From an optimization exercise on the open Yosys and OpenROAD flow, aimed at small area, a short achievable clock period and few clock cycles per item; shortcuts taken in it are not production practice. Only simulation tests tie the RTL to the original design; equivalence was not proved.

## flow/design.v (module list and top-level ports; edited modules follow where they fit)
// module ntt_bank: 21 lines
// module bmul: 824 lines
// module csa: 7 lines
// module kmul: 43 lines
// module jmul: 16 lines
// module kred5: 10 lines
// module ntt32_163841: 384 lines
module ntt32_163841 ( clk, rst, start, input_fg, addr, din, dout, valid );
  // ...
==> flow/run.sh <==
#!/bin/bash
# synth_recipe.tcl (not shown) runs the flow's synth.tcl, then flattens the netlist and writes it again
# the make line also repeats each setting of config.mk as NAME=value (left out here)
make -C /OpenROAD-flow-scripts/flow DESIGN_CONFIG=/design/flow/config.mk WORK_HOME=/design/flow/orfs CLKGATE_MAP_FILE= SYNTH_SCRIPT=/design/flow/synth_recipe.tcl finish
==> flow/config.mk <==
export PLATFORM = sky130hd
export DESIGN_NAME = ntt32_163841
export DESIGN_NICKNAME = ntt32_163841
export VERILOG_FILES = /design/flow/design.v
export SDC_FILE = /design/flow/constraint.sdc
export NUM_CORES = 4
export LEC_CHECK = 0
export CAP_MARGIN = 20
export CORE_MARGIN = 2
export CORE_UTILIZATION = 45
export SETUP_SLACK_MARGIN = 3.3
export SLEW_MARGIN = 20
==> flow/constraint.sdc <==
create_clock -name core_clock -period 8.0 [get_ports {clk}]
set_input_delay 1.6000 -clock core_clock [delete_from_list [all_inputs] [get_ports {clk}]]
set_output_delay 1.6000 -clock core_clock [all_outputs]
set_load 0.01 [all_outputs]
==> out/summary.txt, run 1 <==
status: finished clean
max incr delay on CP: 1.08 ns
final setup fails: 0
Syn. warnings: 20
commonest non-fill, non-tap cell in the layout: edfxtp_1
Critical Path End: bank1.mem[6][10]$_DFFE_PP_
fmax: 0.204 GHz
slowest library cell on the worst path: nor2_2
hold path start: y0e[10]$_DFF_P_
Worst Setup SP: ld_fg$_DFF_P_
Post-Synth Simple-Gate Area: 9.81%
Synth top cells by count: edfxtp_1 (2323), inv_1 (1406), dfxtp_1 (1083)
Root Driver: clkbuf_16
row cnt: 231
global-route wire length before repair: 893 mm
adder-cell area share of the yosys netlist: 13.5%
dpl cells: 20700
Synth Flop Type: edfxtp_1
initial antenna violation count: 45
Post-Route WL: 626 mm
post-synthesis mux area share: 2.61%
Starting Density: 45.1%
fin nets: 17200
Setup crit start kind: flop
routed length per instance: 29.3 um
Worst Hold Path EP: y[0][10]$_DFF_P_
Yosys top cell area share: 39.1%
post-route cell area: 0.198 mm2
Placer Congestion: 0.934
CP max FO: 10
Antenna Cells: 7
met2 Usage GRT: 46.4%
main combinational cell family by area after synthesis: compound AO/OA/AOI/OAI gates
Testbench counts, summed over its fixed seeds: cycles 35,720, txns 96.
==> inputs of run 2 (changes only) <==
--- a/flow/config.mk
+++ b/flow/config.mk
@@ -7,6 +7,6 @@
 export LEC_CHECK = 0
 export CAP_MARGIN = 20
 export CORE_MARGIN = 2
-export CORE_UTILIZATION = 45
+export CORE_UTILIZATION = 60
 export SETUP_SLACK_MARGIN = 3.3
 export SLEW_MARGIN = 20
==> run 2 against run 1 <==
- still clean
- via count is 3.1% higher
- global-route usage grew 10 points
- flip-flop and latch count did not move
- non-clock buffer count down 106
- die area down 25%
- critical path depth did not move
- sequential share of layout area is 0.40 points higher
- register-to-register slack better by 0.15 ns
- area after synthesis is the same
- critical path type unchanged
==> out/summary.txt, run 2 <==
status: finished clean (unchanged)
Cell variety after synth: 97 (unchanged)
vias in the first global route: 129000 (was 123000)
DR vias: 135000 (was 131000)
combined buffer and inverter count along the critical path: 2 (was 1)
Slew Limit Fails: 0 (unchanged)
global route overflow: 0 (unchanged)
Syn. warnings: 20 (unchanged)
Yosys top cell area share: 39.1% (unchanged)
synthesis-to-layout area growth: 10.1% (was 11.0%)
syn avg cell area: 11.2 um2 (unchanged)
Worst Path Arrival: 5.56 ns (was 5.59 ns)
Synth top cells by count: edfxtp_1 (2323), inv_1 (1406), dfxtp_1 (1083) (unchanged)
row cnt: 200 (was 231)
fin crit period: 4.75 ns (was 4.90 ns)
port bufs: 46 (unchanged)
cell area after synthesis: 0.178 mm2 (unchanged)
Stages on worst setup path: 10 (unchanged)
Core Box Area: 0.296 mm2 (was 0.395 mm2)
EDFF count, synth: 2323 (unchanged)
io pins: 47 (unchanged)
number of remaining DRC errors: 0 (unchanged)
Reg2Reg Depth: 10 (unchanged)
Starting DRT DRC Count: 21100 (was 18300)
Avg Vias per Cell: 6.78 (was 6.15)
max incr delay on CP: 0.77 ns (was 1.08 ns)
dominant cell type by area after synthesis: edfxtp_1 (unchanged)
pre-CTS setup slack: 2.89 ns (was 2.80 ns)
All-Layer GR Usage: 40.9% (was 30.6%)
Relative slew margins: 14.2% (was 15.3%)
Post-Route WL: 628 mm (was 626 mm)
ys async rst share: 0% (unchanged)
Yosys reg bits: 3406 (unchanged)
post-route cell area: 0.196 mm2 (was 0.198 mm2)
maxcap violations: 0 (unchanged)
commonest non-fill, non-tap cell in the layout: edfxtp_1 (unchanged)
Worst-Skew Late Latency: 1.00 ns (was 1.05 ns)
global-route wire length before repair: 898 mm (was 893 mm)
final setup fails: 0 (unchanged)
most common cell in the netlist: edfxtp_1 (unchanged)
Mapped Cells: 15900 (unchanged)
Starting Density: 60.2% (was 45.1%)
DP HPWL: 423 mm (was 422 mm)
setup TNS: 0 ns (unchanged)
critical path class: flop to flop (unchanged)
initial antenna violation count: 54 (was 45)
Horiz. Die Dim: 549 um (was 634 um)
CP endpoint kind: flop (unchanged)
Setup crit start kind: flop (unchanged)
CP max FO: 32 (was 10)
sequential share of the synthesized area: 51.3% (unchanged)
Hold Crit Class: flop to flop (unchanged)
WHS Path Cells: 0 (unchanged)
most frequent cells in the layout: edfxtp_1 (2323), inv_1 (1401), dfxtp_1 (1029), a21oi_1 (1002), nor2_1 (888) (was edfxtp_1 (2323), inv_1 (1401), dfxtp_1 (1033), a21oi_1 (1001), nor2_1 (892))
Worst Path Required: 8.81 ns (was 8.69 ns)
Post-Syn Nets: 17400 (unchanged)
Synth Flop Type: edfxtp_1 (unchanged)
# H-tree levels: 5 (unchanged)
CTS tree: built (unchanged)
fin nets: 17100 (was 17200)
Final Hold Vio Count: 0 (unchanged)
crit-path cells: buf_4 > or3b_2 > nor2_1 > buf_4 > a22oi_1 > nand4_1 > or4_1 > mux2i_1 > mux2i_1 > o22a_1 (was fa_1 > ha_1 > xnor2_1 > xnor2_1 > xnor2_1 > a31oi_1 > nor2_1 > nand2_1 > nor2_2 > buf_4)
number of buffers created by CTS: 354 (was 358)
Root Driver: clkbuf_16 (unchanged)
Synth area leaders: edfxtp_1 (39%), dfxtp_1 (12%), fa_1 (8.1%) (unchanged)
RSZ-0062 raised after global routing: true (unchanged)
die area: 0.302 mm2 (was 0.401 mm2)
final worst slack: 3.25 ns (was 3.10 ns)
Die H: 549 um (was 634 um)
Hold Buf Count CTS: 0 (unchanged)
Clock Skew: 0.104 ns (was 0.128 ns)
fraction of layout cells with a size suffix above 1: 9.61% (was 10.2%)
fin crit share: 59.4% (was 61.2%)
cell family contributing the most delay on the critical path: simple AND/OR/NAND/NOR gates (unchanged)
routed length per instance: 31.5 um (was 29.3 um)
fmax: 0.211 GHz (was 0.204 GHz)
clock buffer depth: 4 (unchanged)
Placer Congestion: 0.967 (was 0.934)
Clk pin slew, worst setup/hold paths: 0.07 ns (was 0.06 ns)
slowest library cell on the worst path: nor2_1 (was nor2_2)
router iterations before antenna repair: 10 (was 6)
post-route ant nets: 0 (unchanged)
Worst Max-Slew Pin Slew: 1.29 ns (was 1.27 ns)
post-placement cell area: 0.184 mm2 (was 0.186 mm2)
clk sink count: 3406 (unchanged)
final hold slack: 0.319 ns (was 0.297 ns)
largest net degree at the start of global routing: 91 (was 99)
-- run 2: cell count changes in the layout (fill, tap and decap cells not counted), sizes merged --
cell | before | now
bufinv | 21 | 15
clkinvlp | 24 | 14
inv | 1434 | 1427
buf | 483 | 377
diode | 7 | 24
clkbuf | 450 | 499
clkinv | 163 | 134
-- run 2: cell families (layout without fill, tap and decap cells) --
kind of cell               Yosys count  count (layout)  synth area share, %
DFF                               3406            3406                 51.3
AOI/OAI and AO/OA                 4065            4065                 14.9
adders and majority gates         1503            1503                 13.5
xor gates and xnor gates           536             536                 2.63
other                                0              24                    0
buffers and inverters             2455            2512                 5.30
muxes                              355             355                 2.61
and+or+nand+nor                   3611            3611                 9.81
-- run 2: per-stage QoR --
step / util [%] / std cells
4_1_cts: 66.2 / 19900
3_3_place_gp: 62.1 / 19300
5_1_grt: 66.3 / 19900
2_1_floorplan: - / 15900
3_5_place_dp: 62.1 / 19300
6_report: 66.3 / 20000
-- run 2: layout make-up --
type	instances	area [um2]
repair inverters	3	15.0
clock inverters	153	1630
flip-flops and latches	3406	91500
clock buffers	499	10200
multi-input cells	10100	79200
fillers	22200	99900
diodes	24	60.1
repair buffers	423	3360
inverters	1434	5400
well taps	3939	4930
-- run 2: metal layers --
| metal | vias up | global-route usage (%) | share of wire [%] |
|---|---|---|---|
| met2 | 9471 | 61.0 | 43 |
| met4 | 38 | 23.1 | 6.8 |
| met3 | 1967 | 9.58 | 13 |
| met5 | - | 0 | 0.065 |
| li1 | 57500 | - | - |
| met1 | 66200 | 55.3 | 37 |
-- run 2: timing repair --
| action | CTS | global route |
|---|---|---|
| setup buffers | 8 | 5 |
| gates resized for setup | 19 | 39 |
| endpoints found under the setup margin | 66 | 91 |
| pin swaps | 8 | 13 |
| gates cloned | 1 | 2 |
-- run 2: final timing paths --
check | startpoint | end | slack [ns]
setup reg to reg | ra[0][0]$_DFF_P_ | w1[1]$_DFF_P_ | 3.25
setup / recovery | ra[0][0]$_DFF_P_ | w1[1]$_DFF_P_ | 3.25
hold reg to reg | x0d2[0]$_DFF_P_ | x0d3[0]$_DFF_P_ | 0.32
hold / removal | x0d2[0]$_DFF_P_ | x0d3[0]$_DFF_P_ | 0.32
-- run 2: worst register-to-register path: stages (launching register included) --
cell and delay, ns:
dfxtp_4 0.53, buf_4 0.48, or3b_2 0.64, nor2_1 0.77, buf_4 0.39, a22oi_1 0.12
nand4_1 0.12, or4_1 0.53, mux2i_1 0.26, mux2i_1 0.39, o22a_1 0.31
==> inputs of run 3 (changes only) <==
--- a/flow/config.mk
+++ b/flow/config.mk
@@ -7,6 +7,6 @@
 export LEC_CHECK = 0
 export CAP_MARGIN = 20
 export CORE_MARGIN = 2
-export CORE_UTILIZATION = 60
-export SETUP_SLACK_MARGIN = 3.3
+export CORE_UTILIZATION = 45
+export SETUP_SLACK_MARGIN = 3.8
 export SLEW_MARGIN = 20
==> run 3 against run 2 <==
- cell area increased by 2.1%
- non-clock buffer count increased by 194
- maximum frequency grew 5.0%
- worst setup slack better by 0.23 ns
- critical path depth rose by 7
==> out/summary.txt, run 3 <==
Post-Route WL: 622 mm (was 628 mm)
Cell variety after synth: 97 (unchanged)
syn avg cell area: 11.2 um2 (unchanged)
number of remaining DRC errors: 0 (unchanged)
All-Layer GR Usage: 30.1% (was 40.9%)
slowest library cell on the worst path: fa_1 (was nor2_1)
Relative slew margins: 18.4% (was 14.2%)
Yosys reg bits: 3406 (unchanged)
fin crit share: 56.5% (was 59.4%)
global-route wire length before repair: 880 mm (was 898 mm)
Multi-input gate area: 0.0794 mm2 (was 0.0792 mm2)
Die H: 634 um (was 549 um)
Root Driver: clkbuf_16 (unchanged)
Reg2Reg Depth: 17 (was 10)
final setup fails: 0 (unchanged)
vias in the first global route: 122000 (was 129000)
critical path class: flop to flop (unchanged)
Mapped Cells: 15900 (unchanged)
post-placement cell area: 0.186 mm2 (was 0.184 mm2)
Post-Syn Nets: 17400 (unchanged)
Clock Skew: 0.110 ns (was 0.104 ns)
Worst Path Arrival: 5.40 ns (was 5.56 ns)
Core Box Area: 0.395 mm2 (was 0.296 mm2)
Placer Congestion: 0.927 (was 0.967)
Top Layer Used: met5 (unchanged)
DR vias: 132000 (was 135000)
most common cell in the netlist: edfxtp_1 (unchanged)
EDFF count, synth: 2323 (unchanged)
clock buffer depth: 4 (unchanged)
global route overflow: 0 (unchanged)
WHS Path Cells: 0 (unchanged)
cell area after synthesis: 0.178 mm2 (unchanged)
CP endpoint kind: flop (unchanged)
fin nets: 17300 (was 17100)
Synth area leaders: edfxtp_1 (39%), dfxtp_1 (12%), fa_1 (8.1%) (unchanged)
Starting DRT DRC Count: 17800 (was 21100)
maxcap violations: 0 (unchanged)
Syn. warnings: 20 (unchanged)
Setup crit start kind: flop (unchanged)
largest net degree at the start of global routing: 91 (unchanged)
clk sink count: 3406 (unchanged)
Worst Max-Slew Pin Slew: 1.22 ns (was 1.29 ns)
# H-tree levels: 5 (unchanged)
row cnt: 231 (was 200)
routed length per instance: 29.0 um (was 31.5 um)
sequential share of the synthesized area: 51.3% (unchanged)
synthesis-to-layout area growth: 12.4% (was 10.1%)
fill count: 34700 (was 22200)
Worst-Skew Late Latency: 1.01 ns (was 1.00 ns)
Worst Path Required: 8.88 ns (was 8.81 ns)
dominant cell type by area after synthesis: edfxtp_1 (unchanged)
number of buffers created by CTS: 364 (was 354)
initial antenna violation count: 40 (was 54)
CP max FO: 3 (was 32)
Yosys top cell area share: 39.1% (unchanged)
most frequent cells in the layout: edfxtp_1 (2323), inv_1 (1383), dfxtp_1 (1017), a21oi_1 (998), nor2_1 (874) (was edfxtp_1 (2323), inv_1 (1401), dfxtp_1 (1029), a21oi_1 (1002), nor2_1 (888))
ys async rst share: 0% (unchanged)
Worst path most repeated cell: fa_1
Starting Density: 45.1% (was 60.2%)
fraction of layout cells with a size suffix above 1: 11.6% (was 9.61%)
Synth top cells by count: edfxtp_1 (2323), inv_1 (1406), dfxtp_1 (1083) (unchanged)
Final Hold Vio Count: 0 (unchanged)
post-route ant nets: 0 (unchanged)
fmax: 0.221 GHz (was 0.211 GHz)
Horiz. Die Dim: 634 um (was 549 um)
crit-path cells: inv_2 > fa_1 > inv_2 > fa_1 > fa_1 > inv_1 > ha_1 > ha_2 > fa_2 > a21oi_2 > o21ai_2 > o41a_1 > a41o_1 > o41ai_4 > o2111ai_1 > a21oi_1 > xnor2_1 (was buf_4 > or3b_2 > nor2_1 > buf_4 > a22oi_1 > nand4_1 > or4_1 > mux2i_1 > mux2i_1 > o22a_1)
commonest non-fill, non-tap cell in the layout: edfxtp_1 (unchanged)
fin crit period: 4.52 ns (was 4.75 ns)
RSZ-0062 raised after global routing: true (unchanged)
Routed met3 length: 70.1 mm (was 78.5 mm)
M1 WL: 249 mm (was 233 mm)
Clk pin slew, worst setup/hold paths: 0.06 ns (was 0.07 ns)
Synth Flop Type: edfxtp_1 (unchanged)
router iterations before antenna repair: 6 (was 10)
CTS tree: built (unchanged)
max incr delay on CP: 0.51 ns (was 0.77 ns)
Hold Crit Class: flop to flop (unchanged)
Avg Vias per Cell: 6.15 (was 6.78)
status: finished clean (unchanged)
Slew Limit Fails: 0 (unchanged)
port bufs: 46 (unchanged)
die area: 0.401 mm2 (was 0.302 mm2)
DP HPWL: 416 mm (was 423 mm)
met2 WL post-DR: 271 mm (was 273 mm)
dpl cells: 20700 (was 19300)
io pins: 47 (unchanged)
post-route cell area: 0.200 mm2 (was 0.196 mm2)
setup TNS: 0 ns (unchanged)
final non-filler cell total: 21400 (was 20000)
final hold slack: 0.322 ns (was 0.319 ns)
FF+latch area: 0.0916 mm2 (was 0.0915 mm2)
-- run 3: cell types whose count changed in the layout (fill, tap and decap cells not counted), moves of 26 or more --
cell	delta
buf_4	+128
nor2_2	+77
a2111oi_0	-26
clkbuf_8	-39
nor2_4	-62
clkinvlp_4	+34
-- run 3: worst max-delay path, delay by kind of cell (launching register included) --
family,cells,cell delay (ns)
AO/OA/AOI/OAI,7,1.54
XOR/XNOR,1,0.13
adder cells (fa/ha/maj),6,2.31
buffers and inverters,3,0.14
flip-flops,1,0.33
-- run 3: per-stage QoR --
| stage | setup slack (ns) | utilization [%] |
|---|---|---|
| 6_report | 3.48 | 50.7 |
| 2_1_floorplan | 3.68 | - |
| 5_1_grt | 3.28 | 50.7 |
| 3_3_place_gp | 2.56 | 47.1 |
| 4_1_cts | 3.47 | 50.3 |
| 3_5_place_dp | 2.53 | 47.1 |
-- run 3: final timing paths --
path / startpoint / end / slack, ns
max reg2reg: m3.r1[0]$_DFF_P_ / s3[18]$_DFF_P_ / 3.48
min reg2reg: x0d1[9]$_DFF_P_ / x0d2[9]$_DFF_P_ / 0.32
max: m3.r1[0]$_DFF_P_ / s3[18]$_DFF_P_ / 3.48
min: x0d1[9]$_DFF_P_ / x0d2[9]$_DFF_P_ / 0.32
-- run 3: layer usage --
metal / track usage (%) / vias to the layer above
met2: 45.3 / 7540
li1: - / 58000
met3: 6.12 / 1203
met4: 13.3 / 18
met1: 42.1 / 65300
met5: 0 / -
-- run 3: repair_timing --
item / CTS / global route
hold buffers: 0 / 0
resized for setup: 158 / 170
gates cloned: 5 / 3
buffers inserted: 28 / 75
endpoints found under the setup margin: 602 / 426
pin swaps: 19 / 26
-- run 3: area by class of cell --
class	instances	share of cell area (%)
clock inverters	213	1.11
repair buffers	617	2.72
inverters	1434	2.74
diodes	14	0.0175
well taps	5242	3.27
flip-flops and latches	3406	45.7
clock buffers	446	4.80
repair inverters	5	0.0125
multi-input cells	10100	39.6
-- run 3: cell families after synthesis --
kind of cell / share of synthesized area (%)
flops: 51.3
compound gates: 14.9
buf+inv: 5.30
mux: 2.61
simple gates: 9.81
fa+ha+maj: 13.5
xor+xnor: 2.63
==> module kmul, before the edit <==
module kmul (
  input                     clk,
  input                     hold,      
  input      signed [17:0]  a,
  input      signed [17:0]  b,
  output reg signed [18:0]  x,
  output     signed [17:0]  xc,
  output     [18:0]         rs,
  output     [18:0]         rc
);
  wire [35:0] ps, pc;
  bmul bm (.a(a), .b(b), .S(ps), .C(pc));
  reg  [35:0] cs_s, cs_c;
  always @(posedge clk) begin
    cs_s <= ps;
    cs_c <= pc;
  end
  reg  [15:0] lr;
  reg  [20:0] hr;
  always @(posedge clk) begin
    lr <= cs_s[14:0] + cs_c[14:0];
    hr <= cs_s[35:15] + cs_c[35:15];
  end
  wire [21:0] k3s, k3c;
  csa #(22) kc (.x({4'd0, lr, 2'b00}), .y({6'd0, lr}), .z(~{hr[20], hr}), .s(k3s), .c(k3c));
  reg  signed [21:0] r1;
  always @(posedge clk) r1 <= k3s + k3c + 22'd1;
  wire [18:0] q1 = {2'b00, r1[14:0], 2'b00};
  wire [18:0] q2 = {4'd0, r1[14:0]};
  wire [18:0] q3 = ~{{12{r1[21]}}, r1[21:15]};
  wire [18:0] m1s, m1c, m2s, m2c;
  csa #(19) kd (.x(q1), .y(q2), .z(q3), .s(m1s), .c(m1c));
  assign rs = m1s;
  assign rc = m1c;
  csa #(19) ke (.x(m1s), .y(m1c), .z(19'd360448), .s(m2s), .c(m2c));
  wire signed [18:0] r2  = m1s + m1c + 19'd1;
  wire signed [18:0] r2m = m2s + m2c;       
  wire [18:0] m3s, m3c;
  csa #(19) kf (.x(m1s), .y(m1c), .z(19'd442368), .s(m3s), .c(m3c));
  wire [18:0] dcmp = m3s + m3c;
  assign xc = dcmp[18] ? r2[17:0] : r2m[17:0];
  always @(posedge clk) if (!hold) x <= r2;
endmodule
==> module ntt32_163841, before the edit <==
module ntt32_163841 ( clk, rst, start, input_fg, addr, din, dout, valid );
  input                      clk;
  input                      rst;
  input                      start;
  input                      input_fg;
  input             [5 : 0]  addr;
  input  signed     [17 : 0] din;
  output reg signed [17 : 0] dout;
  output                     valid;
  localparam signed [18:0] Q = 19'sd163841;
  localparam signed [17:0] C_OUT = 18'sd55847;   
  localparam ST_IDLE = 2'd0, ST_COMP = 2'd1, ST_VALID = 2'd2;
  localparam [7:0] PW0  = 8'd96;     
  localparam [7:0] IV1  = 8'd128;    
  localparam [7:0] IV2  = 8'd149;    
  localparam [7:0] IEND = 8'd165;
  localparam [7:0] WLAT = 8'd8;      
  localparam [7:0] DONE = 8'd172;    
  function [15:0] seq;
    input [7:0] c;
    reg       act, pl;
    reg [1:0] md, vd, a2, a1, a0;
    reg [3:0] e, g;
    reg [7:0] cc;
    begin
      act = 1'b1; md = 2'd0; pl = 1'b0; vd = 2'd0;
      a2 = 2'd0; a1 = 2'd0; a0 = 2'd0; e = 4'd0;
      g = c[3:0];
      cc = c - IV2;
      if (c < PW0) begin
        pl = c[4];
        case (c[6:5])
          2'd0:    begin vd = 2'd2; a1 = g[3:2]; a0 = g[1:0]; end
          2'd1:    begin vd = 2'd1; a2 = g[3:2]; a0 = g[1:0]; e = {g[3:2], 2'b00}; end
          default: begin vd = 2'd0; a2 = g[3:2]; a1 = g[1:0]; e = {g[1:0], g[3:2]}; end
        endcase
      end else if (c < IV1) begin
        md = 2'd1; a2 = c[4:3]; a1 = c[2:1]; a0 = {1'b0, c[0]};
      end else if (c < IV1 + 8'd16) begin
        md = 2'd2; vd = 2'd1; a2 = g[3:2]; a0 = g[1:0]; e = {g[1:0], 2'b00};
      end else if (c >= IV2 && c < IEND) begin
        md = 2'd2; vd = 2'd2; a0 = cc[3:2]; a1 = cc[1:0]; e = {cc[1:0], cc[3:2]};
      end else begin
        act = 1'b0;
      end
      seq = {act, md, pl, vd, a2, a1, a0, e};
    end
  endfunction
  function [4:0] laddr;
    input [1:0] md;
    input       pl;
    input [1:0] vd, a2, a1, base, b;
    reg   [1:0] t;
    begin
      t = b - base;
      if (md == 2'd1) laddr = {t[0], a2, a1};
      else case (vd)
        2'd2:    laddr = {pl, t, a1};
        2'd1:    laddr = {pl, a2, t};
        default: laddr = {pl, a2, a1};
      endcase
    end
  endfunction
  function signed [17:0] tw1;
    input [4:0] ie;
    begin
      case (ie)
        5'd0: tw1 = -18'sd72090;
        5'd1: tw1 = -18'sd76400;
        5'd2: tw1 = -18'sd3604;
        5'd3: tw1 = 18'sd24226;
        5'd4: tw1 = -18'sd12462;
        5'd5: tw1 = -18'sd72798;
        5'd6: tw1 = 18'sd23827;
        5'd7: tw1 = 18'sd53047;
        5'd8: tw1 = -18'sd4077;
        5'd9: tw1 = 18'sd34952;
        5'd10: tw1 = 18'sd6178;
        5'd11: tw1 = 18'sd12661;
        5'd12: tw1 = -18'sd69923;
        5'd13: tw1 = 18'sd68783;
        5'd14: tw1 = 18'sd48168;
        5'd15: tw1 = -18'sd62475;
        5'd16: tw1 = -18'sd72090;
        5'd17: tw1 = 18'sd26550;
        5'd18: tw1 = -18'sd11619;
        5'd19: tw1 = 18'sd48461;
        5'd20: tw1 = 18'sd68266;
        5'd21: tw1 = 18'sd18222;
        5'd22: tw1 = -18'sd53961;
        5'd23: tw1 = 18'sd11896;
        5'd24: tw1 = -18'sd19313;
        5'd25: tw1 = 18'sd79931;
        5'd26: tw1 = 18'sd27835;
        5'd27: tw1 = -18'sd49115;
        5'd28: tw1 = 18'sd17884;
        5'd29: tw1 = 18'sd60709;
        5'd30: tw1 = 18'sd51687;
        5'd31: tw1 = -18'sd76104;
        default: tw1 = 18'sd0;
      endcase
    end
  endfunction
  function signed [17:0] tw2;
    input [4:0] ie;
    begin
      case (ie)
        5'd0: tw2 = -18'sd72090;
        5'd1: tw2 = -18'sd3604;
        5'd2: tw2 = -18'sd12462;
        5'd3: tw2 = 18'sd23827;
        5'd4: tw2 = -18'sd4077;
        5'd5: tw2 = 18'sd6178;
        5'd6: tw2 = -18'sd69923;
        5'd7: tw2 = 18'sd48168;
        5'd8: tw2 = 18'sd47449;
        5'd9: tw2 = -18'sd51687;
        5'd10: tw2 = -18'sd17884;
        5'd11: tw2 = -18'sd27835;
        5'd12: tw2 = 18'sd19313;
        5'd13: tw2 = 18'sd53961;
        5'd14: tw2 = -18'sd68266;
        5'd15: tw2 = 18'sd11619;
        5'd16: tw2 = -18'sd72090;
        5'd17: tw2 = -18'sd11619;
        5'd18: tw2 = 18'sd68266;
        5'd19: tw2 = -18'sd53961;
        5'd20: tw2 = -18'sd19313;
        5'd21: tw2 = 18'sd27835;
        5'd22: tw2 = 18'sd17884;
        5'd23: tw2 = 18'sd51687;
        5'd24: tw2 = -18'sd47449;
        5'd25: tw2 = -18'sd48168;
        5'd26: tw2 = 18'sd69923;
        5'd27: tw2 = -18'sd6178;
        5'd28: tw2 = 18'sd4077;
        5'd29: tw2 = -18'sd23827;
        5'd30: tw2 = 18'sd12462;
        5'd31: tw2 = 18'sd3604;
        default: tw2 = 18'sd0;
      endcase
    end
  endfunction
  function signed [17:0] tw3;
    input [4:0] ie;
    begin
      case (ie)
        5'd0: tw3 = -18'sd72090;
        5'd1: tw3 = 18'sd24226;
        5'd2: tw3 = 18'sd23827;
        5'd3: tw3 = 18'sd34952;
        5'd4: tw3 = -18'sd69923;
        5'd5: tw3 = -18'sd62475;
        5'd6: tw3 = -18'sd51687;
        5'd7: tw3 = 18'sd49115;
        5'd8: tw3 = 18'sd19313;
        5'd9: tw3 = -18'sd18222;
        5'd10: tw3 = 18'sd11619;
        5'd11: tw3 = 18'sd76400;
        5'd12: tw3 = 18'sd12462;
        5'd13: tw3 = -18'sd53047;
        5'd14: tw3 = -18'sd6178;
        5'd15: tw3 = -18'sd68783;
        5'd16: tw3 = -18'sd72090;
        5'd17: tw3 = 18'sd48461;
        5'd18: tw3 = -18'sd53961;
        5'd19: tw3 = 18'sd79931;
        5'd20: tw3 = 18'sd17884;
        5'd21: tw3 = -18'sd76104;
        5'd22: tw3 = -18'sd48168;
        5'd23: tw3 = -18'sd12661;
        5'd24: tw3 = 18'sd4077;
        5'd25: tw3 = 18'sd72798;
        5'd26: tw3 = 18'sd3604;
        5'd27: tw3 = -18'sd26550;
        5'd28: tw3 = -18'sd68266;
        5'd29: tw3 = -18'sd11896;
        5'd30: tw3 = -18'sd27835;
        5'd31: tw3 = -18'sd60709;
        default: tw3 = 18'sd0;
      endcase
    end
  endfunction
  reg [1:0] state;
  reg [7:0] cnt, cntw;    
  always @(posedge clk) begin
    if (rst) begin
      state <= ST_IDLE;
      cnt   <= 8'd0;
      cntw  <= 8'd1 - WLAT;
    end else begin
      case (state)
        ST_IDLE:  begin
          cnt  <= start ? 8'd1 : 8'd0;
          cntw <= start ? 8'd2 - WLAT : 8'd1 - WLAT;
          if (start) state <= ST_COMP;
        end
        ST_COMP:  begin
          cnt  <= cnt + 8'd1;
          cntw <= cntw + 8'd1;
          if (cnt == DONE) state <= ST_VALID;
        end
        default:  begin
          cnt  <= 8'd0;
          cntw <= 8'd1 - WLAT;
          if (start) state <= ST_IDLE;
        end
      endcase
    end
  end
  assign valid = (state == ST_VALID);
  wire comp = (state == ST_COMP);
  wire iss  = comp | ((state == ST_IDLE) & start);    
  reg  [15:0] rs;
  always @(posedge clk) begin
    if (rst | ~(comp | start)) rs <= seq(8'd0);
    else if (~comp)            rs <= seq(8'd1);
    else                       rs <= seq(cnt + 8'd1);
  end
  wire        rs_act = rs[15] & iss;
  wire [1:0]  rs_md  = rs[14:13];
  wire        rs_pl  = rs[12];
  wire [1:0]  rs_vd  = rs[11:10];
  wire [1:0]  rs_a2  = rs[9:8];
  wire [1:0]  rs_a1  = rs[7:6];
  wire [1:0]  rs_a0  = rs[5:4];
  wire [3:0]  rs_e   = rs[3:0];
  wire [1:0]  rs_base = rs_a2 + rs_a1 + rs_a0 + {1'b0, rs_pl};
  reg  [15:0] ws;
  always @(posedge clk) ws <= seq(cntw);
  wire        ws_pw  = (ws[14:13] == 2'd1);
  wire        ws_act = ws[15] & comp & ~rst & ~(ws_pw & ~ws[4]);
  wire [1:0]  ws_md  = ws_pw ? 2'd2 : ws[14:13];
  wire        ws_pl  = ws[12];
  wire [1:0]  ws_vd  = ws[11:10];
  wire [1:0]  ws_a2  = ws[9:8];
  wire [1:0]  ws_a1  = ws[7:6];
  wire [1:0]  ws_a0  = ws_pw ? 2'd0 : ws[5:4];
  wire [1:0]  ws_base = ws_a2 + ws_a1 + ws_a0 + {1'b0, ws_pl};
  reg [4:0] ra [0:3];
  reg [1:0] rbase;
  reg       rpw, rpwb, rout, rinv;
  reg [3:0] re;
  wire [1:0] addr_bank = addr[5:4] + addr[3:2] + addr[1:0];
  integer i;
  always @(posedge clk) begin
    if (iss) begin
      for (i = 0; i < 4; i = i + 1)
        ra[i] <= laddr(rs_md, rs_pl, rs_vd, rs_a2, rs_a1, rs_base, i[1:0]);
      rbase <= rs_base;
      rpw   <= rs_act & (rs_md == 2'd1);
      rpwb  <= rs_act & (rs_md == 2'd1) & rs_a0[0];
      rinv  <= (rs_md == 2'd2);
      rout  <= 1'b0;
      re    <= rs_e;
    end else begin
      for (i = 0; i < 4; i = i + 1)
        ra[i] <= {1'b0, addr[5:2]};
      rbase <= addr_bank - 2'd1;     
      rpw   <= 1'b0;
      rpwb  <= 1'b0;
      rinv  <= 1'b0;
      rout  <= 1'b1;
      re    <= 4'd0;
    end
  end
  wire [17:0] rd [0:3];
  reg         bwe [0:3];
  reg  [4:0]  bwa [0:3];
  reg  [17:0] bwd [0:3];
  ntt_bank bank0 (.clk(clk), .we(bwe[0]), .wa(bwa[0]), .wd(bwd[0]), .ra(ra[0]), .rd(rd[0]));
  ntt_bank bank1 (.clk(clk), .we(bwe[1]), .wa(bwa[1]), .wd(bwd[1]), .ra(ra[1]), .rd(rd[1]));
  ntt_bank bank2 (.clk(clk), .we(bwe[2]), .wa(bwa[2]), .wd(bwd[2]), .ra(ra[2]), .rd(rd[2]));
  ntt_bank bank3 (.clk(clk), .we(bwe[3]), .wa(bwa[3]), .wd(bwd[3]), .ra(ra[3]), .rd(rd[3]));
  wire [17:0] xc0 = rd[rbase];
  wire [17:0] xm1 = rd[rbase + 2'd1];
  wire [17:0] xm2 = rd[rbase + 2'd2];
  wire [17:0] xm3 = rd[rbase + 2'd3];
  reg  signed [17:0] x0, x1, x2, x3, w1, w2, w3;
  always @(posedge clk) begin
    x0 <= xc0;
    x1 <= xm1;
    x2 <= xm2;
    x3 <= xm3;
    w1 <= rpw ? xc0 : (rout ? C_OUT : tw1({rinv, re}));
    w2 <= rpw ? xm3 : tw2({rinv, re});
    w3 <= rpw ? (rpwb ? xm2 : 18'sd0) : tw3({rinv, re});
  end
  reg [4:1] pwbp;
  always @(posedge clk) pwbp <= {pwbp[3:1], rpwb};
  wire signed [18:0] X1, X2, X3;
  wire signed [17:0] kc1, kc2, kc3;
  wire        [18:0] rs1, rs2, rs3, rc1, rc2, rc3;
  kmul m1 (.clk(clk), .hold(1'b0), .a(x1), .b(w1), .x(X1), .xc(kc1), .rs(rs1), .rc(rc1));
  kmul m2 (.clk(clk), .hold(pwbp[4]), .a(x2), .b(w2), .x(X2), .xc(kc2), .rs(rs2), .rc(rc2));
  kmul m3 (.clk(clk), .hold(1'b0), .a(x3), .b(w3), .x(X3), .xc(kc3), .rs(rs3), .rc(rc3));
  wire [19:0] f1s, f1c, f2s, f2c;
  csa #(20) sa (.x({rs1[18], rs1}), .y({rc1[18], rc1}), .z(~{rs3[18], rs3}), .s(f1s), .c(f1c));
  csa #(20) sb (.x(f1s), .y(f1c), .z(~{rc3[18], rc3}), .s(f2s), .c(f2c));
  wire [19:0] s3w = f2s + f2c + 20'd2;
  reg signed [17:0] x0d1, x0d2, x0d3;
  reg signed [18:0] X0;
  reg signed [18:0] s3;
  always @(posedge clk) begin
    x0d1 <= x0;
    x0d2 <= x0d1;
    x0d3 <= x0d2;
    X0   <= pwbp[4] ? X1 : x0d3;    
    s3   <= s3w[18:0];
    dout <= kc1;           
  end
  reg  signed [21:0] v0, v2;
  reg  signed [19:0] s1;
  always @(posedge clk) begin
    v0 <= X0 + X1 + X2 + X3;
    v2 <= X0 + X2 - X1 - X3;
    s1 <= X0 - X2;
  end
  wire        [16:0] jl;
  wire        [20:0] jh;
  jmul mj (.clk(clk), .s(s3), .jl(jl), .jh(jh));
  wire [17:0] k0, k2;
  kred5 r0 (.v(v0), .r(k0));
  kred5 r2 (.v(v2), .r(k2));
  wire [21:0] t1 = {3'd0, jl, 2'b00};
  wire [21:0] t2 = {5'd0, jl};
  wire [21:0] t4 = {{2{s1[19]}}, s1};
  wire [21:0] pa_s, pa_c, pb_s, pb_c, ma_s, ma_c, mb_s, mb_c;
  csa #(22) cp1 (.x(t1), .y(t2), .z(~{jh[20], jh}), .s(pa_s), .c(pa_c));
  csa #(22) cp2 (.x(pa_s), .y(pa_c), .z(t4), .s(pb_s), .c(pb_c));
  csa #(22) cm1 (.x(~t1), .y(~t2), .z({jh[20], jh}), .s(ma_s), .c(ma_c));
  csa #(22) cm2 (.x(ma_s), .y(ma_c), .z(t4), .s(mb_s), .c(mb_c));
  reg  [21:0] v1, v3;
  reg  [17:0] y0e, y2e;
  always @(posedge clk) begin
    v1  <= pb_s + pb_c + 22'd1;
    v3  <= mb_s + mb_c + 22'd2;
    y0e <= k0;
    y2e <= k2;
  end
  wire [17:0] k1, k3;
  kred5 r1 (.v(v1), .r(k1));
  kred5 r3 (.v(v3), .r(k3));
  reg  signed [17:0] y [0:3];
  always @(posedge clk) begin
    y[0] <= y0e;
    y[2] <= y2e;
    y[1] <= k1;
    y[3] <= k3;
  end
  reg       wwe [0:3];
  reg [4:0] wwa [0:3];
  reg [1:0] wsel [0:3];
  always @(posedge clk) begin
    for (i = 0; i < 4; i = i + 1) begin
      wwe[i]  <= ws_act & ((ws_md != 2'd1) | ~(i[0] ^ ws_base[0]));
      wwa[i]  <= laddr(ws_md, ws_pl, ws_vd, ws_a2, ws_a1, ws_base, i[1:0]);
      wsel[i] <= (ws_md == 2'd2) ? (ws_base - i[1:0]) : (i[1:0] - ws_base);
    end
  end
  reg        ldv, ld_fg;
  reg [5:0]  ld_addr;
  reg [17:0] din_r;
  always @(posedge clk) begin
    ldv     <= (state == ST_IDLE);
    ld_fg   <= input_fg;
    ld_addr <= addr;
    din_r   <= din;
  end
  wire [1:0] ld_bank = ld_addr[5:4] + ld_addr[3:2] + ld_addr[1:0] + {1'b0, ld_fg};
  always @(*) begin
    for (i = 0; i < 4; i = i + 1) begin
      if (ldv) begin
        bwe[i] = (ld_bank == i[1:0]);
        bwa[i] = {ld_fg, ld_addr[5:2]};
        bwd[i] = din_r;
      end else begin
        bwe[i] = wwe[i];
        bwa[i] = wwa[i];
        bwd[i] = y[wsel[i]];
      end
    end
  end
endmodule
==> inputs of run 4 (changes only) <==
--- a/flow/design.v
+++ b/flow/design.v
@@ -856,9 +856,7 @@
   input      signed [17:0]  a,
   input      signed [17:0]  b,
   output reg signed [18:0]  x,
-  output     signed [17:0]  xc,
-  output     [18:0]         rs,
-  output     [18:0]         rc
+  output     signed [17:0]  xc
 );
   wire [35:0] ps, pc;
   bmul bm (.a(a), .b(b), .S(ps), .C(pc));
@@ -882,8 +880,6 @@
   wire [18:0] q3 = ~{{12{r1[21]}}, r1[21:15]};
   wire [18:0] m1s, m1c, m2s, m2c;
   csa #(19) kd (.x(q1), .y(q2), .z(q3), .s(m1s), .c(m1c));
-  assign rs = m1s;
-  assign rc = m1c;
   csa #(19) ke (.x(m1s), .y(m1c), .z(19'd360448), .s(m2s), .c(m2c));
   wire signed [18:0] r2  = m1s + m1c + 19'd1;
   wire signed [18:0] r2m = m2s + m2c;       
@@ -933,10 +929,10 @@
   localparam ST_IDLE = 2'd0, ST_COMP = 2'd1, ST_VALID = 2'd2;
   localparam [7:0] PW0  = 8'd96;     
   localparam [7:0] IV1  = 8'd128;    
-  localparam [7:0] IV2  = 8'd149;    
-  localparam [7:0] IEND = 8'd165;
-  localparam [7:0] WLAT = 8'd8;      
-  localparam [7:0] DONE = 8'd172;    
+  localparam [7:0] IV2  = 8'd150;    
+  localparam [7:0] IEND = 8'd166;
+  localparam [7:0] WLAT = 8'd9;      
+  localparam [7:0] DONE = 8'd174;    
   function [15:0] seq;
     input [7:0] c;
     reg       act, pl;
@@ -1211,41 +1207,43 @@
   always @(posedge clk) pwbp <= {pwbp[3:1], rpwb};
   wire signed [18:0] X1, X2, X3;
   wire signed [17:0] kc1, kc2, kc3;
-  wire        [18:0] rs1, rs2, rs3, rc1, rc2, rc3;
-  kmul m1 (.clk(clk), .hold(1'b0), .a(x1), .b(w1), .x(X1), .xc(kc1), .rs(rs1), .rc(rc1));
-  kmul m2 (.clk(clk), .hold(pwbp[4]), .a(x2), .b(w2), .x(X2), .xc(kc2), .rs(rs2), .rc(rc2));
-  kmul m3 (.clk(clk), .hold(1'b0), .a(x3), .b(w3), .x(X3), .xc(kc3), .rs(rs3), .rc(rc3));
-  wire [19:0] f1s, f1c, f2s, f2c;
-  csa #(20) sa (.x({rs1[18], rs1}), .y({rc1[18], rc1}), .z(~{rs3[18], rs3}), .s(f1s), .c(f1c));
-  csa #(20) sb (.x(f1s), .y(f1c), .z(~{rc3[18], rc3}), .s(f2s), .c(f2c));
-  wire [19:0] s3w = f2s + f2c + 20'd2;
+  kmul m1 (.clk(clk), .hold(1'b0), .a(x1), .b(w1), .x(X1), .xc(kc1));
+  kmul m2 (.clk(clk), .hold(pwbp[4]), .a(x2), .b(w2), .x(X2), .xc(kc2));
+  kmul m3 (.clk(clk), .hold(1'b0), .a(x3), .b(w3), .x(X3), .xc(kc3));
   reg signed [17:0] x0d1, x0d2, x0d3;
   reg signed [18:0] X0;
-  reg signed [18:0] s3;
   always @(posedge clk) begin
     x0d1 <= x0;
     x0d2 <= x0d1;
     x0d3 <= x0d2;
     X0   <= pwbp[4] ? X1 : x0d3;    
-    s3   <= s3w[18:0];
     dout <= kc1;           
   end
   reg  signed [21:0] v0, v2;
   reg  signed [19:0] s1;
+  reg  signed [18:0] s3;
   always @(posedge clk) begin
     v0 <= X0 + X1 + X2 + X3;
     v2 <= X0 + X2 - X1 - X3;
     s1 <= X0 - X2;
+    s3 <= X1 - X3;
   end
-  wire        [16:0] jl;
-  wire        [20:0] jh;
-  jmul mj (.clk(clk), .s(s3), .jl(jl), .jh(jh));
   wire [17:0] k0, k2;
   kred5 r0 (.v(v0), .r(k0));
   kred5 r2 (.v(v2), .r(k2));
+  wire        [16:0] jl;
+  wire        [20:0] jh;
+  jmul mj (.clk(clk), .s(s3), .jl(jl), .jh(jh));
+  reg  [17:0] y0d, y2d;
+  reg  signed [19:0] s1d;
+  always @(posedge clk) begin
+    y0d <= k0;
+    y2d <= k2;
+    s1d <= s1;
+  end
   wire [21:0] t1 = {3'd0, jl, 2'b00};
   wire [21:0] t2 = {5'd0, jl};
-  wire [21:0] t4 = {{2{s1[19]}}, s1};
+  wire [21:0] t4 = {{2{s1d[19]}}, s1d};
   wire [21:0] pa_s, pa_c, pb_s, pb_c, ma_s, ma_c, mb_s, mb_c;
   csa #(22) cp1 (.x(t1), .y(t2), .z(~{jh[20], jh}), .s(pa_s), .c(pa_c));
   csa #(22) cp2 (.x(pa_s), .y(pa_c), .z(t4), .s(pb_s), .c(pb_c));
@@ -1256,8 +1254,8 @@
   always @(posedge clk) begin
     v1  <= pb_s + pb_c + 22'd1;
     v3  <= mb_s + mb_c + 22'd2;
-    y0e <= k0;
-    y2e <= k2;
+    y0e <= y0d;
+    y2e <= y2d;
   end
   wire [17:0] k1, k3;
   kred5 r1 (.v(v1), .r(k1));
==> run 4 against run 3 <==
- die area down 0.72%
- first-iteration DRC count decreased by 2.3%
- hold slack worse by 0.014 ns
- routed wire length down 1.4%
- clock-buffer cell count is 26 higher
- largest cell class unchanged
- still clean
==> out/summary.txt, run 4 <==
slowest library cell on the worst path: nor2_1 (was fa_1)
FF+latch area: 0.0927 mm2 (was 0.0916 mm2)
io pins: 47 (unchanged)
die area: 0.399 mm2 (was 0.401 mm2)
global route overflow: 0 (unchanged)
Final Hold Vio Count: 0 (unchanged)
Hold Crit Class: flop to flop (unchanged)
fin nets: 17000 (was 17300)
FF-to-FF End: w1[6]$_DFF_P_ (was s3[18]$_DFF_P_)
post-route ant nets: 0 (unchanged)
CP max FO: 36 (was 3)
fmax: 0.232 GHz (was 0.221 GHz)
router iterations before antenna repair: 8 (was 6)
Clk pin slew, worst setup/hold paths: 0.06 ns (about the same)
cell family contributing the most delay on the critical path: simple AND/OR/NAND/NOR gates (was adder cells)
Syn. warnings: 20 (unchanged)
hold path start: s1[1]$_DFF_P_ (was x0d1[9]$_DFF_P_)
Yosys reg bits: 3462 (was 3406)
Post-Syn Nets: 17000 (was 17400)
global-route wire length before repair: 869 mm (was 880 mm)
routed length per instance: 29.0 um (about the same)
RSZ-0062 raised after global routing: true (unchanged)
row cnt: 230 (was 231)
ys async rst share: 0% (unchanged)
Clock Skew: 0.104 ns (was 0.110 ns)
M1 WL: 243 mm (was 249 mm)
Synth top cells by count: edfxtp_1 (2323), inv_1 (1309), dfxtp_1 (1139) (was edfxtp_1 (2323), inv_1 (1406), dfxtp_1 (1083))
dominant cell type by area after synthesis: edfxtp_1 (unchanged)
critical path class: flop to flop (unchanged)
Setup crit start kind: flop (unchanged)
DP HPWL: 410 mm (was 416 mm)
Relative slew margins: 4.77% (was 18.4%)
met2 WL post-DR: 270 mm (was 271 mm)
Post-Route WL: 613 mm (was 622 mm)
reg-to-reg setup timing slack: 3.68 ns (was 3.48 ns)
Multi-input gate area: 0.0773 mm2 (was 0.0794 mm2)
clock buffer depth: 4 (unchanged)
clk sink count: 3462 (was 3406)
port bufs: 46 (unchanged)
vias in the first global route: 120000 (was 122000)
setup TNS: 0 ns (unchanged)
Root Driver: clkbuf_16 (unchanged)
Worst-Skew Late Latency: 1.02 ns (was 1.01 ns)
Worst Path Arrival: 5.13 ns (was 5.40 ns)
Placer Congestion: 0.939 (was 0.927)
fin crit period: 4.32 ns (was 4.52 ns)
syn avg cell area: 11.3 um2 (was 11.2 um2)
worst reg2reg startpoint: ra[0][3]$_DFF_P_ (was m3.r1[0]$_DFF_P_)
synthesis-to-layout area growth: 12.7% (was 12.4%)
max incr delay on CP: 0.84 ns (was 0.51 ns)
# H-tree levels: 5 (unchanged)
DR vias: 129000 (was 132000)
status: finished clean (unchanged)
Slew Limit Fails: 0 (unchanged)
Die H: 631 um (was 634 um)
sequential share of the synthesized area: 52.3% (was 51.3%)
CP endpoint kind: flop (unchanged)
Synth Flop Type: edfxtp_1 (unchanged)
Worst Path Required: 8.81 ns (was 8.88 ns)
Starting DRT DRC Count: 17400 (was 17800)
largest net degree at the start of global routing: 99 (was 91)
Horiz. Die Dim: 631 um (was 634 um)
final setup fails: 0 (unchanged)
Starting Density: 45.2% (was 45.1%)
Yosys top cell area share: 39.4% (was 39.1%)
fill count: 34000 (was 34700)
cell area after synthesis: 0.177 mm2 (was 0.178 mm2)
Mapped Cells: 15600 (was 15900)
Top Layer Used: met5 (unchanged)
CTS tree: built (unchanged)
EDFF count, synth: 2323 (unchanged)
most common cell in the netlist: edfxtp_1 (unchanged)
Avg Vias per Cell: 6.12 (was 6.15)
Synth area leaders: edfxtp_1 (39%), dfxtp_1 (13%), fa_1 (7.8%) (was edfxtp_1 (39%), dfxtp_1 (12%), fa_1 (8.1%))
fin crit share: 54.0% (was 56.5%)
crit-path cells: buf_4 > or3b_2 > nor2_1 > buf_4 > a22oi_1 > nand3_1 > or4_1 > mux2i_1 > mux2i_1 > a22o_1 (was inv_2 > fa_1 > inv_2 > fa_1 > fa_1 > inv_1 > ha_1 > ha_2 > fa_2 > a21oi_2 > o21ai_2 > o41a_1 > a41o_1 > o41ai_4 > o2111ai_1 > a21oi_1 > xnor2_1)
fraction of layout cells with a size suffix above 1: 11.3% (was 11.6%)
Core Box Area: 0.392 mm2 (was 0.395 mm2)
number of buffers created by CTS: 369 (was 364)
Routed met3 length: 68.3 mm (was 70.1 mm)
WHS Path Cells: 0 (unchanged)
Worst Hold Path EP: s1d[1]$_DFF_P_ (was x0d2[9]$_DFF_P_)
All-Layer GR Usage: 29.9% (was 30.1%)
Reg2Reg Depth: 10 (was 17)
most frequent cells in the layout: edfxtp_1 (2323), inv_1 (1293), dfxtp_1 (1072), a21oi_1 (983), a22oi_1 (922) (was edfxtp_1 (2323), inv_1 (1383), dfxtp_1 (1017), a21oi_1 (998), nor2_1 (874))
commonest non-fill, non-tap cell in the layout: edfxtp_1 (unchanged)
Worst Max-Slew Pin Slew: 1.43 ns (was 1.22 ns)
Stages on worst setup path: 10 (was 17)
maxcap violations: 0 (unchanged)
Cell variety after synth: 104 (was 97)
number of remaining DRC errors: 0 (unchanged)
initial antenna violation count: 38 (was 40)
combined buffer and inverter count along the critical path: 2 (was 3)
-- run 4: metal layers --
layer,vias to the layer above,GRT usage [%]
met3,1247,6.13
met4,20,13.1
met1,64000,41.2
met2,7446,45.8
li1,56800,-
met5,-,0
-- run 4: worst max-delay path by stage --
stage | startpoint | to | slack (ns)
after floorplan | m1.r1[0]$_DFF_P_ | dout[10]$_DFF_P_ | 3.83
after global placement | start | flop | 2.86
after CTS | ld_addr[4]$_DFF_P_ | bank2.mem[1][13]$_DFFE_PP_ | 3.67
after detailed placement | w1[6]$_DFF_P_ | m1.cs_c[22]$_DFF_P_ | 2.85
after global routing | ld_addr[4]$_DFF_P_ | bank0.mem[19][14]$_DFFE_PP_ | 3.70
final | ra[0][3]$_DFF_P_ | w1[6]$_DFF_P_ | 3.68
-- run 4: logic make-up (layout without fill, tap and decap cells) --
| group | count (synthesis) | after routing | share of synthesized area (%) |
|---|---|---|---|
| AOI/OAI and AO/OA | 4032 | 4032 | 15.0 |
| xor gates and xnor gates | 536 | 536 | 2.66 |
| adders and majority gates | 1471 | 1471 | 13.2 |
| buffers and inverters | 2319 | 2606 | 5.05 |
| DFF | 3462 | 3462 | 52.3 |
| muxes | 313 | 313 | 2.35 |
| other | 0 | 32 | 0 |
| and+or+nand+nor | 3475 | 3476 | 9.45 |
-- run 4: layout make-up --
type                            count  share of cell area (%)
Antenna cell                       32                  0.0401
Clock buffer                      472                    5.05
Clock inverter                    207                    1.06
Inverter                         1339                    2.57
Multi-Input combinational cell   9828                    38.7
Sequential cell                  3462                    46.4
Tap cell                         5220                    3.27
Timing Repair Buffer              583                    2.82
Timing Repair inverter              5                  0.0125
-- run 4: per-stage QoR --
stage	std cells	util [%]	worst slack [ns]	instance area (um2)	hold slack (ns)
after CTS	21000	50.5	3.67	198000	0.309
after global placement	20300	47.0	2.86	184000	0.311
final	21100	50.9	3.68	200000	0.309
after floorplan	15600	-	3.83	177000	0.310
after detailed placement	20300	47.0	2.85	184000	0.312
after global routing	21100	50.9	3.70	200000	0.318
-- run 4: what timing repair did --
item | in CTS | in global routing
endpoints found under the setup margin | 1033 | 894
setup buffers | 75 | 73
hold buffers | 0 | 0
cloned | 2 | 4
resized for setup | 126 | 168
pin swaps | 53 | 57
Testbench counts of run 4, summed over its fixed seeds: cycles 35,912, txns 96.
==> inputs of run 5 (changes only) <==
--- a/flow/config.mk
+++ b/flow/config.mk
@@ -8,5 +8,5 @@
 export CAP_MARGIN = 20
 export CORE_MARGIN = 2
 export CORE_UTILIZATION = 45
-export SETUP_SLACK_MARGIN = 3.8
+export SETUP_SLACK_MARGIN = 4.3
 export SLEW_MARGIN = 20
==> run 5 against run 4 <==
- synthesized cell count is the same
- critical path depth grew 6
- cell count grew 1.6%
- register-to-register slack gained 0.29 ns
- hold slack gained 0.011 ns
- sequential share of layout area shrank 1.6 points
- largest cell class unchanged
==> out/summary.txt, run 5 <==
status: finished clean (unchanged)
final setup fails: 0 (unchanged)
cell family contributing the most delay on the critical path: adder cells (was simple AND/OR/NAND/NOR gates)
DR vias: 133000 (was 129000)
row cnt: 230 (unchanged)
M1 WL: 245 mm (was 243 mm)
post-route cell area: 0.207 mm2 (was 0.200 mm2)
number of buffers created by CTS: 363 (was 369)
Stages on worst setup path: 16 (was 10)
Worst-Skew Late Latency: 1.00 ns (was 1.02 ns)
Routed met3 length: 79.2 mm (was 68.3 mm)
fmax: 0.248 GHz (was 0.232 GHz)
Multi-input gate area: 0.0795 mm2 (was 0.0773 mm2)
commonest non-fill, non-tap cell in the layout: edfxtp_1 (unchanged)
worst reg2reg startpoint: s3[9]$_DFF_P_ (was ra[0][3]$_DFF_P_)
DP HPWL: 406 mm (was 410 mm)
dpl cells: 20300 (about the same)
# H-tree levels: 5 (unchanged)
utilization after layout: 52.8% (was 50.9%)
combined buffer and inverter count along the critical path: 4 (was 2)
max incr delay on CP: 0.55 ns (was 0.84 ns)
Starting Density: 45.2% (unchanged)
RSZ-0062 raised after global routing: true (unchanged)
WHS Path Cells: 0 (unchanged)
Horiz. Die Dim: 631 um (unchanged)
Relative slew margins: 24.3% (was 4.77%)
Root Driver: clkbuf_16 (unchanged)
Yosys reg bits: 3462 (unchanged)
Placer Congestion: 0.912 (was 0.939)
reg-to-reg setup timing slack: 3.97 ns (was 3.68 ns)
cell area after synthesis: 0.177 mm2 (unchanged)
critical path class: flop to flop (unchanged)
final non-filler cell total: 21500 (was 21100)
Worst Path Required: 8.86 ns (was 8.81 ns)
fraction of layout cells with a size suffix above 1: 16.2% (was 11.3%)
Die H: 631 um (unchanged)
port bufs: 46 (unchanged)
global-route wire length before repair: 885 mm (was 869 mm)
fill count: 33500 (was 34000)
post-route ant nets: 0 (unchanged)
All-Layer GR Usage: 30.4% (was 29.9%)
CP max FO: 3 (was 36)
global route overflow: 0 (unchanged)
io pins: 47 (unchanged)
initial antenna violation count: 32 (was 38)
Syn. warnings: 20 (unchanged)
number of remaining DRC errors: 0 (unchanged)
Post-Route WL: 636 mm (was 613 mm)
fin crit period: 4.03 ns (was 4.32 ns)
Post-Syn Nets: 17000 (unchanged)
most frequent cells in the layout: edfxtp_1 (2323), inv_1 (1225), dfxtp_1 (1026), a21oi_1 (940), a22oi_1 (922) (was edfxtp_1 (2323), inv_1 (1293), dfxtp_1 (1072), a21oi_1 (983), a22oi_1 (922))
Top Layer Used: met5 (unchanged)
Starting DRT DRC Count: 19100 (was 17400)
post-placement cell area: 0.184 mm2 (about the same)
Cell variety after synth: 104 (unchanged)
crit-path cells: buf_4 > fa_1 > inv_1 > fa_1 > inv_2 > fa_1 > ha_2 > or4_4 > o221ai_4 > o22ai_4 > o21ai_4 > buf_6 > o21ai_4 > o21a_1 > nor2_2 > xnor2_1 (was buf_4 > or3b_2 > nor2_1 > buf_4 > a22oi_1 > nand3_1 > or4_1 > mux2i_1 > mux2i_1 > a22o_1)
Mapped Cells: 15600 (unchanged)
setup TNS: 0 ns (unchanged)
Synth Flop Type: edfxtp_1 (unchanged)
Final Hold Vio Count: 0 (unchanged)
synthesis-to-layout area growth: 16.9% (was 12.7%)
largest net degree at the start of global routing: 82 (was 99)
FF-to-FF End: mj.jh[18]$_DFF_P_ (was w1[6]$_DFF_P_)
Slew Limit Fails: 0 (unchanged)
fin nets: 17400 (was 17000)
Worst Setup SP: s3[9]$_DFF_P_ (was ra[0][3]$_DFF_P_)
CP endpoint kind: flop (unchanged)
sequential share of the synthesized area: 52.3% (unchanged)
CTS tree: built (unchanged)
Clk pin slew, worst setup/hold paths: 0.07 ns (was 0.06 ns)
Worst Path Arrival: 4.89 ns (was 5.13 ns)
Yosys top cell area share: 39.4% (unchanged)
Worst path most repeated cell: fa_1
slowest library cell on the worst path: or4_4 (was nor2_1)
routed length per instance: 29.6 um (was 29.0 um)
hold path start: s1[2]$_DFF_P_ (was s1[1]$_DFF_P_)
dominant cell type by area after synthesis: edfxtp_1 (unchanged)
die area: 0.399 mm2 (unchanged)
Setup crit start kind: flop (unchanged)
met2 WL post-DR: 277 mm (was 270 mm)
vias in the first global route: 122000 (was 120000)
EDFF count, synth: 2323 (unchanged)
maxcap violations: 0 (unchanged)
router iterations before antenna repair: 8 (unchanged)
Reg2Reg Depth: 16 (was 10)
Hold Crit Class: flop to flop (unchanged)
most common cell in the netlist: edfxtp_1 (unchanged)
syn avg cell area: 11.3 um2 (unchanged)
Core Box Area: 0.392 mm2 (unchanged)
Critical Path End: mj.jh[18]$_DFF_P_ (was w1[6]$_DFF_P_)
Worst Max-Slew Pin Slew: 1.13 ns (was 1.43 ns)
ys async rst share: 0% (unchanged)
final hold slack: 0.319 ns (was 0.309 ns)
Synth area leaders: edfxtp_1 (39%), dfxtp_1 (13%), fa_1 (7.8%) (unchanged)
Avg Vias per Cell: 6.17 (was 6.12)
FF+latch area: 0.0929 mm2 (was 0.0927 mm2)
clk sink count: 3462 (unchanged)
clock buffer depth: 4 (unchanged)
Synth top cells by count: edfxtp_1 (2323), inv_1 (1309), dfxtp_1 (1139) (unchanged)
Clock Skew: 0.106 ns (was 0.104 ns)
fin crit share: 50.4% (was 54.0%)
[run 5: cell counts after synthesis]
Identical to the previous run, type by type.
[run 5: repair_timing]
item | CTS | global route
resized for setup | 728 | 607
endpoints found under the hold margin | 0 | 0
pin swaps | 173 | 213
setup buffers | 303 | 121
endpoints found under the setup margin | 2229 | 1287
hold buffers | 0 | 0
gates cloned | 32 | 41
[run 5: final cells by class]
class                      count  share of cell area, %
antenna                       14                 0.0169
clock buffer                 488                   4.83
clock inverter               181                  0.854
inverter                    1339                   2.57
multi-input combinational   9832                   38.4
sequential                  3462                   44.8
tap                         5220                   3.15
timing repair buffer         946                   5.31
timing repair inverter         5                 0.0157
[run 5: cell families after synthesis]
kind of cell / Yosys count / synth area share (%)
AO/OA/AOI/OAI: 4032 / 15.0
AND/OR/NAND/NOR: 3475 / 9.45
multiplexers: 313 / 2.35
flip-flops: 3462 / 52.3
buffers and inverters: 2319 / 5.05
XOR/XNOR: 536 / 2.66
adder cells (fa/ha/maj): 1471 / 13.2
[run 5: worst min-delay path by stage]
| stage | to | slack (ns) |
|---|---|---|
| floorplan | pwbp[2]$_DFF_P_ | 0.31 |
| global placement | x0d3[15]$_DFF_P_ | 0.31 |
| finish | s1d[2]$_DFF_P_ | 0.32 |
| CTS | x0d2[0]$_DFF_P_ | 0.32 |
| global route | s1d[6]$_DFF_P_ | 0.32 |
| detailed placement | y2e[11]$_DFF_P_ | 0.31 |
[run 5: worst reg2reg max path: stages, from the launching register on]
cell	delay (ns)
dfxtp_4	0.36
buf_4	0.15
fa_1	0.50
inv_1	0.05
fa_1	0.49
inv_2	0.05
fa_1	0.46
ha_2	0.20
or4_4	0.56
o221ai_4	0.22
o22ai_4	0.12
o21ai_4	0.21
buf_6	0.13
o21ai_4	0.05
o21a_1	0.20
nor2_2	0.09
xnor2_1	0.12
[run 5: through the flow]
stage / setup WS, ns
CTS: 4.00
global placement: 2.75
floorplan: 4.27
global route: 3.89
detailed placement: 2.78
finish: 3.97
[run 5: metal layers]
layer	track usage (%)	vias up
met3	6.32	1474
met2	46.4	8131
met5	0	-
li1	-	57600
met4	13.0	6
met1	41.9	65400
==> inputs of run 6 (changes only) <==
--- a/flow/config.mk
+++ b/flow/config.mk
@@ -7,6 +7,8 @@
 export LEC_CHECK = 0
 export CAP_MARGIN = 20
 export CORE_MARGIN = 2
-export CORE_UTILIZATION = 45
-export SETUP_SLACK_MARGIN = 4.3
+export CORE_UTILIZATION = 60
+export CTS_BUF_LIST = sky130_fd_sc_hd__clkbuf_8
+export CTS_CLUSTER_SIZE = 30
+export SETUP_SLACK_MARGIN = 3.8
 export SLEW_MARGIN = 20
==> run 6 against run 5 <==
- core utilization rose by 14 points
- cell count fell by 6.2%
- still clean
- non-clock buffer count fell by 366
- routed wire length fell by 1.4%
- area after synthesis did not move
- highest routed layer unchanged
- first-iteration DRC count rose by 12%
- clock skew rose by 0.019 ns
- clock-buffer cell count rose by 123
- critical path depth fell by 6
- largest cell class unchanged
- worst setup slack got worse by 0.40 ns
==> out/summary.txt, run 6 <==
Synth area leaders: edfxtp_1 (39%), dfxtp_1 (13%), fa_1 (7.8%) (unchanged)
Die H: 547 um (was 631 um)
fmax: 0.226 GHz (was 0.248 GHz)
commonest non-fill, non-tap cell in the layout: edfxtp_1 (unchanged)
Synth Flop Type: edfxtp_1 (unchanged)
number of buffers created by CTS: 562 (was 363)
All-Layer GR Usage: 40.7% (was 30.4%)
status: finished clean (unchanged)
Setup crit start kind: flop (unchanged)
DP HPWL: 419 mm (was 406 mm)
port bufs: 46 (unchanged)
Starting Density: 60.3% (was 45.2%)
Clock Skew: 0.125 ns (was 0.106 ns)
ys async rst share: 0% (unchanged)
Synth top cells by count: edfxtp_1 (2323), inv_1 (1309), dfxtp_1 (1139) (unchanged)
# H-tree levels: 6 (was 5)
Hold Crit Class: flop to flop (unchanged)
post-placement cell area: 0.182 mm2 (was 0.184 mm2)
CTS tree: built (unchanged)
EDFF count, synth: 2323 (unchanged)
RSZ-0062 raised after global routing: true (unchanged)
fin crit share: 55.4% (was 50.4%)
row cnt: 199 (was 230)
most common cell in the netlist: edfxtp_1 (unchanged)
Hold Buf Count CTS: 0 (unchanged)
Horiz. Die Dim: 547 um (was 631 um)
Starting DRT DRC Count: 21500 (was 19100)
Cell variety after synth: 104 (unchanged)
cell family contributing the most delay on the critical path: simple AND/OR/NAND/NOR gates (was adder cells)
Avg Vias per Cell: 6.70 (was 6.17)
Clk pin slew, worst setup/hold paths: 0.06 ns (was 0.07 ns)
crit-path cells: buf_4 > nand2b_1 > nor2_1 > buf_4 > a22oi_1 > nand4_1 > or4_1 > mux2i_1 > mux2i_1 > a22o_1 (was buf_4 > fa_1 > inv_1 > fa_1 > inv_2 > fa_1 > ha_2 > or4_4 > o221ai_4 > o22ai_4 > o21ai_4 > buf_6 > o21ai_4 > o21a_1 > nor2_2 > xnor2_1)
router iterations before antenna repair: 27 (was 8)
CP endpoint kind: flop (unchanged)
WHS Path Cells: 0 (unchanged)
dominant cell type by area after synthesis: edfxtp_1 (unchanged)
post-route cell area: 0.197 mm2 (was 0.207 mm2)
slowest library cell on the worst path: nor2_1 (was or4_4)
fraction of layout cells with a size suffix above 1: 12.3% (was 16.2%)
most frequent cells in the layout: edfxtp_1 (2323), inv_1 (1457), dfxtp_1 (1071), a21oi_1 (984), a22oi_1 (922) (was edfxtp_1 (2323), inv_1 (1225), dfxtp_1 (1026), a21oi_1 (940), a22oi_1 (922))
Worst Path Arrival: 5.51 ns (was 4.89 ns)
clock buffer depth: 4 (unchanged)
die area: 0.300 mm2 (was 0.399 mm2)
-- run 6: cell types whose count changed in the layout (fill, tap and decap cells not counted), moves of 47 or more --
cell / delta
clkbuf_16: -403
buf_4: -151
clkbuf_1: -89
dfxtp_4: -47
fa_1: +55
buf_12: -85
fa_2: -55
inv_1: +232
clkbuf_8: +584
o21ai_0: +49
-- run 6: cell families after synthesis --
| family | Yosys count | share of synthesized area [%] |
|---|---|---|
| buf+inv | 2319 | 5.05 |
| xor+xnor | 536 | 2.66 |
| mux | 313 | 2.35 |
| compound gates | 4032 | 15.0 |
| simple gates | 3475 | 9.45 |
| flops | 3462 | 52.3 |
| fa+ha+maj | 1471 | 13.2 |
-- run 6: layout make-up --
cell class                      count  area [um2]
Antenna cell                       15        37.5
Clock buffer                      611        8410
Clock inverter                    402        2550
Fill cell                       21800       97100
Inverter                         1339        5160
Multi-Input combinational cell   9827       77400
Sequential cell                  3462       92700
Tap cell                         3919        4900
Timing Repair Buffer              580        5560
Timing Repair inverter              4        22.5
-- run 6: worst max-delay path by stage --
stage	from	endpoint	slack, ns	cells after the start
after floorplan	m1.r1[0]$_DFF_P_	dout[10]$_DFF_P_	3.83	16
after CTS	ra[3][3]$_DFF_P_	w3[8]$_DFF_P_	3.80	10
after global routing	ra[1][4]$_SDFF_PP0_	w1[10]$_DFF_P_	3.64	11
final	ra[1][4]$_SDFF_PP0_	w1[10]$_DFF_P_	3.57	10
after detailed placement	start	flop	2.60	9
after global placement	start	flop	2.64	9
-- run 6: through the flow --
step	utilization [%]	cells	hold slack, ns	setup slack, ns
2_1_floorplan	-	15600	0.310	3.83
3_3_place_gp	62.1	19000	0.310	2.64
3_5_place_dp	62.1	19000	0.312	2.60
4_1_cts	66.2	20000	0.308	3.80
5_1_grt	67.0	20100	0.315	3.64
6_report	67.0	20200	0.311	3.57
-- run 6: layer usage --
layer | vias up | track usage [%] | share of wire (%)
met1 | 65900 | 54.5 | 36
met2 | 9986 | 60.5 | 43
met4 | 8 | 22.2 | 6.5
li1 | 57200 | - | -
met5 | - | 0 | 0.0094
met3 | 2000 | 11.0 | 14
-- run 6: timing repair --
| item | in CTS | in global routing |
|---|---|---|
| resized for setup | 146 | 177 |
| buffers inserted | 46 | 125 |
| endpoints found under the setup margin | 465 | 756 |
| pin swaps | 25 | 67 |
| gates cloned | 3 | 6 |

what the ideal ports hide:
No port has a modelled driver above. Below, the same layouts with a new extraction and two added sets of constraints.
Step 1: set_driving_cell puts a clkbuf_16 on clk and a buf_2 on each other input, an assumption about the parent block.
Step 2 also shifts input and output timing later by t, the mid clock arrival at the registers, as if the neighbouring blocks saw the same clock.
a / b / c = ideal / step 1 / step 2; a / b = the first two.
run | t (ns) | slack for setup (ns) | worst slew at a driven data input, ns
run 1 | 1.097 | 3.103 / 3.103 / 2.734 | 0.19
run 2 | 1.059 | 3.250 / 3.250 / 2.776 | 0.17
run 3 | 1.075 | 3.477 / 3.477 / 2.912 | 0.16
run 4 | 1.079 | 3.680 / 3.680 / 3.117 | 0.05
run 5 | 1.052 | 3.970 / 3.970 / 3.352 | 0.23
run 6 | 1.280 | 3.572 / 3.572 / 2.545 | 0.35
After both steps setup and hold are still met in every run listed. The setup slack of run 6, which loses most, moves by 0.000 ns with the drivers and by -1.027 ns with both steps.
